From an optimization exercise on the open Yosys and OpenROAD flow, aimed at a short achievable clock period and few clock cycles; shortcuts taken in it are not production practice.
Function was checked by simulation only, so behaviour that the tests miss may differ from the original.
The flow treats the clock pin as an ideal source. Dropping or thinning the clock tree relies on that and would not hold on a real chip.
Power and IR drop assume default switching activity.

Setup of v21:
==> flow/design.v (excerpt) <==
module TopLevel(
  input        CLK,
  input        reset,
  input        start,
  output       halt,
  output [7:0] mem_addr,
  output       mem_re,
  output       mem_we,
  output [7:0] mem_wdata,
  input  [7:0] mem_rdata
);
clock: 10.0 ns
lec_check: 0
abc_clock_period_in_ps: 2000
cap_margin: 40
core_margin: 2
core_utilization: 25
setup_slack_margin: 5
slew_margin: 40
synth_memory_max_bits: 16384
standard.sh (not shown) runs the stock make flow with config.mk's settings and CLKGATE_MAP_FILE= SYNTH_SCRIPT=/design/flow/synth_recipe.tcl, a recipe that flattens the netlist after the stock synthesis.
==> flow/flow/run.sh <==
#!/bin/bash
# Standard ORFS layout (the standard.sh) with four changes to how it is
# made; the clock period and I/O constraints are unchanged:
#  - timing repair aims at a 7.6 ns setup margin instead of stopping at the
#    10 ns constraint, and may resize cells across footprints;
#  - port buffers are sky130_fd_sc_hd__buf_4;
#  - at the end of the CTS step, flow/cts_tree.tcl replaces the clock tree
#    with a balanced one-level tree: the clock port feeds 4 clkbuf_16, each
#    driving a quarter of the flip-flops;
#  - flow/io_pins.tcl, run before pin placement, keeps all ports together on
#    the middle of the left edge.
# make's output goes to make_finish.log; each ORFS step keeps its own log
# under orfs/logs.
set -euo pipefail
export MAN_CTS_NBUF=4 MAN_CTS_NLEAF=0
bash standard.sh \
  SETUP_SLACK_MARGIN=7.6 \
  MATCH_CELL_FOOTPRINT=0 \
  "BUFFER_PORTS_ARGS=-buffer_cell sky130_fd_sc_hd__buf_4" \
  POST_CTS_TCL=$PWD/flow/cts_tree.tcl \
  PRE_IO_PLACEMENT_TCL=$PWD/flow/io_pins.tcl \
  finish > make_finish.log 2>&1
==> flow/flow/cts_tree.tcl <==
# POST_CTS hook: replace the clock tree that clock_tree_synthesis built with a
# balanced two-level tree of clkbuf_16 (or, with NLEAF 0, a one-level tree of
# NBUF buffers). The flip-flops are split into NLEAF
# equal groups by location (by x, then by y, in turn), each driven by a leaf
# buffer at its centre; the leaves are split the same way among NBUF first
# level buffers, which the clock port drives. Timing is then repaired as the
# CTS step does.
set nbuf 4
set nleaf 12
if {[info exists ::env(MAN_CTS_NBUF)]} { set nbuf $::env(MAN_CTS_NBUF) }
if {[info exists ::env(MAN_CTS_NLEAF)]} { set nleaf $::env(MAN_CTS_NLEAF) }
set ::block [ord::get_db_block]
set ::db [ord::get_db]
set block $::block
set db $::db
set clk_net [[[$block findBTerm CLK] getNet] getName]
set root [$block findNet $clk_net]

# walk the tree from the port: buffers to remove, and the sink pins
set ::bufs {}
set ::sinks {}
proc walk {net} {
  global bufs sinks
  foreach it [$net getITerms] {
    if {[$it isOutputSignal]} { continue }
    set inst [$it getInst]
    set m [[$inst getMaster] getName]
    if {[string match "sky130_fd_sc_hd__clkbuf_*" $m] || [string match "sky130_fd_sc_hd__buf_*" $m] || [string match "sky130_fd_sc_hd__clkinv*" $m]} {
      lappend bufs $inst
      foreach o [$inst getITerms] {
        if {[$o isOutputSignal] && [$o getNet] ne "NULL"} {
          # an inverter may only be an unloaded dummy load
          if {[string match "sky130_fd_sc_hd__clkinv*" $m] && [llength [[$o getNet] getITerms]] > 1} {
            error "inverter in clock tree"
          }
          walk [$o getNet]
        }
      }
    } else {
      lappend sinks $it
    }
  }
}
walk $root
puts "man_cts: [llength $::bufs] clock buffers removed, [llength $::sinks] sinks"

# remove the buffers and their output nets
foreach inst $::bufs {
  foreach o [$inst getITerms] {
    if {[$o isOutputSignal] && [$o getNet] ne "NULL"} {
      set n [$o getNet]
      foreach it [$n getITerms] { $it disconnect }
      odb::dbNet_destroy $n
    }
  }
  odb::dbInst_destroy $inst
}

# split the sinks into nbuf equal groups by location
proc center {it} {
  set b [[$it getInst] getBBox]
  return [list [expr {([$b xMin] + [$b xMax]) / 2}] [expr {([$b yMin] + [$b yMax]) / 2}]]
}
set pts {}
foreach it $::sinks { lappend pts [concat [center $it] [list $it]] }
proc split_groups {pts n axis} {
  if {$n <= 1} { return [list $pts] }
  set s [lsort -integer -index $axis $pts]
  set h [expr {[llength $s] * ($n / 2) / $n}]
  set a [lrange $s 0 [expr {$h - 1}]]
  set b [lrange $s $h end]
  set na [expr {$n / 2}]
  set nb [expr {$n - $na}]
  return [concat [split_groups $a $na [expr {1 - $axis}]] [split_groups $b $nb [expr {1 - $axis}]]]
}
set groups [split_groups $pts $nbuf 0]

set ::master [$db findMaster sky130_fd_sc_hd__clkbuf_16]
proc add_buf {name cx cy in_net} {
  global block master
  set inst [odb::dbInst_create $block $master $name]
  $inst setLocation [expr {$cx - [$master getWidth] / 2}] [expr {$cy - [$master getHeight] / 2}]
  $inst setPlacementStatus PLACED
  [$inst findITerm A] connect $in_net
  set net [odb::dbNet_create $block "${name}_net"]
  $net setSigType CLOCK
  [$inst findITerm X] connect $net
  return $net
}
proc centroid {g} {
  set sx 0; set sy 0
  foreach p $g { incr sx [lindex $p 0]; incr sy [lindex $p 1] }
  return [list [expr {$sx / [llength $g]}] [expr {$sy / [llength $g]}]]
}
if {$nleaf == 0} {
  # one level: the clock port drives nbuf buffers, each driving its group
  set i 0
  foreach g [split_groups $pts $nbuf 0] {
    set c [centroid $g]
    set net [add_buf "clkbuf_man_$i" [lindex $c 0] [lindex $c 1] $root]
    foreach p $g { [lindex $p 2] connect $net }
    puts "man_cts: clkbuf_man_$i at ($c) drives [llength $g] sinks"
    incr i
  }
  set tops {}
} else {
# leaf groups of flip-flops, then the leaves split among the first level
set leaves [split_groups $pts $nleaf 0]
set lpts {}
set j 0
foreach g $leaves { lappend lpts [concat [centroid $g] [list $j]]; incr j }
set tops [split_groups $lpts $nbuf 0]
set i 0
foreach t $tops {
  set c [centroid $t]
  set tnet [add_buf "clkbuf_man_$i" [lindex $c 0] [lindex $c 1] $root]
  puts "man_cts: clkbuf_man_$i at ($c) drives [llength $t] leaf buffers"
  foreach lp $t {
    set j [lindex $lp 2]
    set g [lindex $leaves $j]
    set lnet [add_buf "clkbuf_man_${i}_$j" [lindex $lp 0] [lindex $lp 1] $tnet]
    foreach p $g { [lindex $p 2] connect $lnet }
    puts "man_cts: clkbuf_man_${i}_$j drives [llength $g] sinks"
  }
  incr i
}
}

detailed_placement
check_placement -verbose
estimate_parasitics -placement
report_clock_min_period
report_worst_slack -max
repair_timing_helper
detailed_placement
check_placement -verbose
estimate_parasitics -placement
report_worst_slack -max
report_worst_slack -min
==> flow/flow/io_pins.tcl <==
# PRE_IO_PLACEMENT hook: keep all ports together on the middle of the left
# edge, so that the logic gathers next to them.
set blk [ord::get_db_block]
set u [$blk getDbUnitsPerMicron]
set h [expr {[[$blk getDieArea] yMax] / double($u)}]
set lo [expr {round($h / 2 - 35)}]
set hi [expr {round($h / 2 + 35)}]
set names {}
foreach bt [$blk getBTerms] { lappend names [$bt getName] }
set_io_pin_constraint -region left:$lo-$hi -pin_names $names
puts "io_pins: [llength $names] ports on the left edge from $lo to $hi um"
v21 did not stop at any stage, and its layout met the timing, design-rule and antenna checks.
Testbench counts of v21, summed over its fixed seeds: cycles 5,056.
The inputs of v28 differ from those of v21 as listed below.
# v21
export LEC_CHECK = 0
export ABC_CLOCK_PERIOD_IN_PS = 2000
export CAP_MARGIN = 40
export CORE_MARGIN = 2
export CORE_UTILIZATION = 25
export SETUP_SLACK_MARGIN = 5
export SLEW_MARGIN = 40
export SYNTH_MEMORY_MAX_BITS = 16384
create_clock -name core_clock -period 10.0 [get_ports {CLK}]
# v28
export LEC_CHECK = 0
export ABC_CLOCK_PERIOD_IN_PS = 2000
export CAP_MARGIN = 40
export CORE_MARGIN = 2
export CORE_UTILIZATION = 35
export SETUP_SLACK_MARGIN = 5
export SLEW_MARGIN = 40
export SYNTH_MEMORY_MAX_BITS = 16384
create_clock -name core_clock -period 10.0 [get_ports {CLK}]
==> flow/flow/run.sh <==
#!/bin/bash
# Standard ORFS layout (the standard.sh) with three changes to how it is
# made; the clock period and I/O constraints are unchanged:
#  - timing repair aims at a 7.6 ns setup margin instead of stopping at the
#    10 ns constraint, and may resize cells across footprints;
#  - port buffers are sky130_fd_sc_hd__buf_4;
#  - at the end of the CTS step, flow/cts_tree.tcl moves each output port
#    buffer next to the flip-flop that drives it, and replaces the clock
#    tree with a balanced one-level tree: the clock port feeds 4 clkbuf_16,
#    each driving a quarter of the flip-flops.
# make's output goes to make_finish.log; each ORFS step keeps its own log
# under orfs/logs.
set -euo pipefail
export MAN_CTS_NBUF=4 MAN_CTS_NLEAF=0
bash standard.sh \
  SETUP_SLACK_MARGIN=7.6 \
  MATCH_CELL_FOOTPRINT=0 \
  "BUFFER_PORTS_ARGS=-buffer_cell sky130_fd_sc_hd__buf_4" \
  POST_CTS_TCL=$PWD/flow/cts_tree.tcl \
  finish > make_finish.log 2>&1
diff --git a/flow/flow/cts_tree.tcl b/flow/flow/cts_tree.tcl
--- a/flow/flow/cts_tree.tcl
+++ b/flow/flow/cts_tree.tcl
@@ -17,2 +17,24 @@
 set root [$block findNet $clk_net]
+
+# output port buffers: move each next to the flip-flop that drives it, so
+# that the flip-flop drives a short wire and the buffer the long one to the
+# pin (detailed placement below makes the placement legal again)
+if {![info exists ::env(MAN_OUTBUF_MOVE)] || $::env(MAN_OUTBUF_MOVE)} {
+  foreach bt [$block getBTerms] {
+    if {[$bt getIoType] ne "OUTPUT"} { continue }
+    set onet [$bt getNet]
+    set buf ""
+    foreach it [$onet getITerms] { if {[$it isOutputSignal]} { set buf [$it getInst] } }
+    if {$buf eq ""} { continue }
+    set ff ""
+    foreach a [$buf getITerms] {
+      if {![$a isInputSignal] || [$a getNet] eq "NULL"} { continue }
+      foreach it [[$a getNet] getITerms] { if {[$it isOutputSignal]} { set ff [$it getInst] } }
+    }
+    if {$ff eq "" || ![string match "*dfxtp*" [[$ff getMaster] getName]]} { continue }
+    set fb [$ff getBBox]
+    $buf setLocation [$fb xMax] [$fb yMin]
+    puts "man_cts: output buffer [$buf getName] moved next to [$ff getName]"
+  }
+}
 
removed: flow/flow/io_pins.tcl
==> comparison <==
v28: net switching power about 14% above v21
v28 ends up with a utilization that is 15 points higher than in v21.
Run comparison: v28 slowest library cell on the worst path sky130_fd_sc_hd__dfxtp_2; v21 slowest library cell on the worst path sky130_fd_sc_hd__edfxtp_1
Shortest period the worst path allows in v28 is 0.059 ns below v21.
Setup changes, v28 to v6
# v28
export LEC_CHECK = 0
export ABC_CLOCK_PERIOD_IN_PS = 2000
export CAP_MARGIN = 40
export CORE_MARGIN = 2
export CORE_UTILIZATION = 35
export SETUP_SLACK_MARGIN = 5
export SLEW_MARGIN = 40
export SYNTH_MEMORY_MAX_BITS = 16384
create_clock -name core_clock -period 10.0 [get_ports {CLK}]
# v6
export LEC_CHECK = 0
export ABC_CLOCK_PERIOD_IN_PS = 2000
export CAP_MARGIN = 40
export CORE_MARGIN = 2
export CORE_UTILIZATION = 25
export SETUP_SLACK_MARGIN = 5
export SLEW_MARGIN = 40
export SYNTH_MEMORY_MAX_BITS = 16384
create_clock -name core_clock -period 10.0 [get_ports {CLK}]
==> flow/flow/run.sh <==
#!/bin/bash
# Standard ORFS layout (the standard.sh) with four changes to how it is
# made; the clock period and I/O constraints are unchanged:
#  - timing repair aims at a 7.6 ns setup margin instead of stopping at the
#    10 ns constraint, and may resize cells across footprints;
#  - port buffers are sky130_fd_sc_hd__buf_4;
#  - at the end of the CTS step, flow/cts_tree.tcl replaces the clock tree
#    with a balanced one-level tree: the clock port feeds 4 clkbuf_16, each
#    driving a quarter of the flip-flops;
#  - flow/io_pins.tcl, run before pin placement, keeps all ports together on
#    the middle of the left edge.
# make's output goes to make_finish.log; each ORFS step keeps its own log
# under orfs/logs.
set -euo pipefail
export MAN_CTS_NBUF=4 MAN_CTS_NLEAF=0
bash standard.sh \
  SETUP_SLACK_MARGIN=7.6 \
  MATCH_CELL_FOOTPRINT=0 \
  "BUFFER_PORTS_ARGS=-buffer_cell sky130_fd_sc_hd__buf_4" \
  POST_CTS_TCL=$PWD/flow/cts_tree.tcl \
  PRE_IO_PLACEMENT_TCL=$PWD/flow/io_pins.tcl \
  finish > make_finish.log 2>&1
diff --git a/flow/flow/cts_tree.tcl b/flow/flow/cts_tree.tcl
--- a/flow/flow/cts_tree.tcl
+++ b/flow/flow/cts_tree.tcl
@@ -17,24 +17,2 @@
 set root [$block findNet $clk_net]
-
-# output port buffers: move each next to the flip-flop that drives it, so
-# that the flip-flop drives a short wire and the buffer the long one to the
-# pin (detailed placement below makes the placement legal again)
-if {![info exists ::env(MAN_OUTBUF_MOVE)] || $::env(MAN_OUTBUF_MOVE)} {
-  foreach bt [$block getBTerms] {
-    if {[$bt getIoType] ne "OUTPUT"} { continue }
-    set onet [$bt getNet]
-    set buf ""
-    foreach it [$onet getITerms] { if {[$it isOutputSignal]} { set buf [$it getInst] } }
-    if {$buf eq ""} { continue }
-    set ff ""
-    foreach a [$buf getITerms] {
-      if {![$a isInputSignal] || [$a getNet] eq "NULL"} { continue }
-      foreach it [[$a getNet] getITerms] { if {[$it isOutputSignal]} { set ff [$it getInst] } }
-    }
-    if {$ff eq "" || ![string match "*dfxtp*" [[$ff getMaster] getName]]} { continue }
-    set fb [$ff getBBox]
-    $buf setLocation [$fb xMax] [$fb yMin]
-    puts "man_cts: output buffer [$buf getName] moved next to [$ff getName]"
-  }
-}
 
==> flow/flow/io_pins.tcl (new file) <==
# PRE_IO_PLACEMENT hook: keep all ports together on the middle of the left
# edge, so that the logic gathers next to them.
set blk [ord::get_db_block]
set u [$blk getDbUnitsPerMicron]
set h [expr {[[$blk getDieArea] yMax] / double($u)}]
set lo [expr {round($h / 2 - 16)}]
set hi [expr {round($h / 2 + 16)}]
set names {}
foreach bt [$blk getBTerms] { lappend names [$bt getName] }
set_io_pin_constraint -region left:$lo-$hi -pin_names $names
puts "io_pins: [llength $names] ports on the left edge from $lo to $hi um"
--- outcome ---
Status | v28 and v6 | clean except v6
[compare] base=v28 new=v6: area after synthesis stayed essentially flat; number of rows in the core area rose by about 20%; die outline height rose by 18%; horizontal extent of the die rose by 18%.
v6 -> v28: post-synthesis share of cell area spent on xor and xnor gates delta 0, exact match
Compared to v28, v6 has initial core utilization 10 points lower.
Changes observed in v6 relative to v28: post-synthesis cell type count ~0 delta, number of enable flip-flop cells after synthesis level.
Input changes introduced in v2 (baseline for comparison: v6):
diff --git a/flow/flow/run.sh b/flow/flow/run.sh
--- a/flow/flow/run.sh
+++ b/flow/flow/run.sh
@@ -1,3 +1,3 @@
 #!/bin/bash
-# Standard ORFS layout (the standard.sh) with four changes to how it is
+# Standard ORFS layout (the standard.sh) with three changes to how it is
 # made; the clock period and I/O constraints are unchanged:
@@ -8,5 +8,3 @@
 #    with a balanced one-level tree: the clock port feeds 4 clkbuf_16, each
-#    driving a quarter of the flip-flops;
-#  - flow/io_pins.tcl, run before pin placement, keeps all ports together on
-#    the middle of the left edge.
+#    driving a quarter of the flip-flops.
 # make's output goes to make_finish.log; each ORFS step keeps its own log
@@ -20,3 +18,2 @@
   POST_CTS_TCL=$PWD/flow/cts_tree.tcl \
-  PRE_IO_PLACEMENT_TCL=$PWD/flow/io_pins.tcl \
   finish > make_finish.log 2>&1
diff --git a/flow/flow/cts_tree.tcl b/flow/flow/cts_tree.tcl
--- a/flow/flow/cts_tree.tcl
+++ b/flow/flow/cts_tree.tcl
@@ -17,2 +17,24 @@
 set root [$block findNet $clk_net]
+
+# output port buffers: move each next to the flip-flop that drives it, so
+# that the flip-flop drives a short wire and the buffer the long one to the
+# pin (detailed placement below makes the placement legal again)
+if {![info exists ::env(MAN_OUTBUF_MOVE)] || $::env(MAN_OUTBUF_MOVE)} {
+  foreach bt [$block getBTerms] {
+    if {[$bt getIoType] ne "OUTPUT"} { continue }
+    set onet [$bt getNet]
+    set buf ""
+    foreach it [$onet getITerms] { if {[$it isOutputSignal]} { set buf [$it getInst] } }
+    if {$buf eq ""} { continue }
+    set ff ""
+    foreach a [$buf getITerms] {
+      if {![$a isInputSignal] || [$a getNet] eq "NULL"} { continue }
+      foreach it [[$a getNet] getITerms] { if {[$it isOutputSignal]} { set ff [$it getInst] } }
+    }
+    if {$ff eq "" || ![string match "*dfxtp*" [[$ff getMaster] getName]]} { continue }
+    set fb [$ff getBBox]
+    $buf setLocation [$fb xMax] [$fb yMin]
+    puts "man_cts: output buffer [$buf getName] moved next to [$ff getName]"
+  }
+}
 
removed: flow/flow/io_pins.tcl
Notes after the runs:
In summary, v2 completed successfully, with a layout that passed the timing, design-rule and antenna checks. v6 never completed, since it errored out during I/O pin placement (3_2_place_iop). Diff v6..v2 | net count of the mapped netlist | negligible. Delta (v2 minus v6): share of cell area taken by muxes after synthesis about even, share of flip-flops with an asynchronous set or reset after synthesis shows no meaningful change, number of distinct library cells after synthesis barely changed, starting density of the core held. Comparing v2 against v6, there is no change at all in synthesized cell count.
In v21, v28 and v2 the design's own scripts or RTL, not TritonCTS, make the clock network.

-- re-timing with driven ports --
In the flow no input, the clock included, has a driving cell. The finished layouts below were timed again as built, in two steps. Step 1, drivers: a clkbuf_16 drives CLK and a buf_2 each remaining input, both assumed. Step 2, shift: input delay + t, output delay - t, t = (earliest + latest rising clock arrival at the registers) / 2. This alone moves slack from input paths to output paths. Three values: ideal ports, drivers, drivers and shift; two values: the first two.
| run | t, ns | slack for setup (ns) | worst setup path after step 2 | clock arrival spread, ns | worst slew at a driven data input, ns |
|---|---|---|---|---|---|
| v21 | 0.246 | 7.275 / 7.248 / 7.175 | input to register | 0.016 / 0.017 | 0.07 |
| v28 | 0.256 | 7.334 / 7.243 / 7.209 | input to register | 0.025 / 0.026 | 0.06 |
| v2 | 0.246 | 7.368 / 7.278 / 7.189 | input to register | 0.010 / 0.010 | 0.06 |
After both steps setup and hold are still met in every run listed. For v2, which loses most, drivers alone change the setup slack by -0.090 ns; drivers and shift together by -0.179 ns.
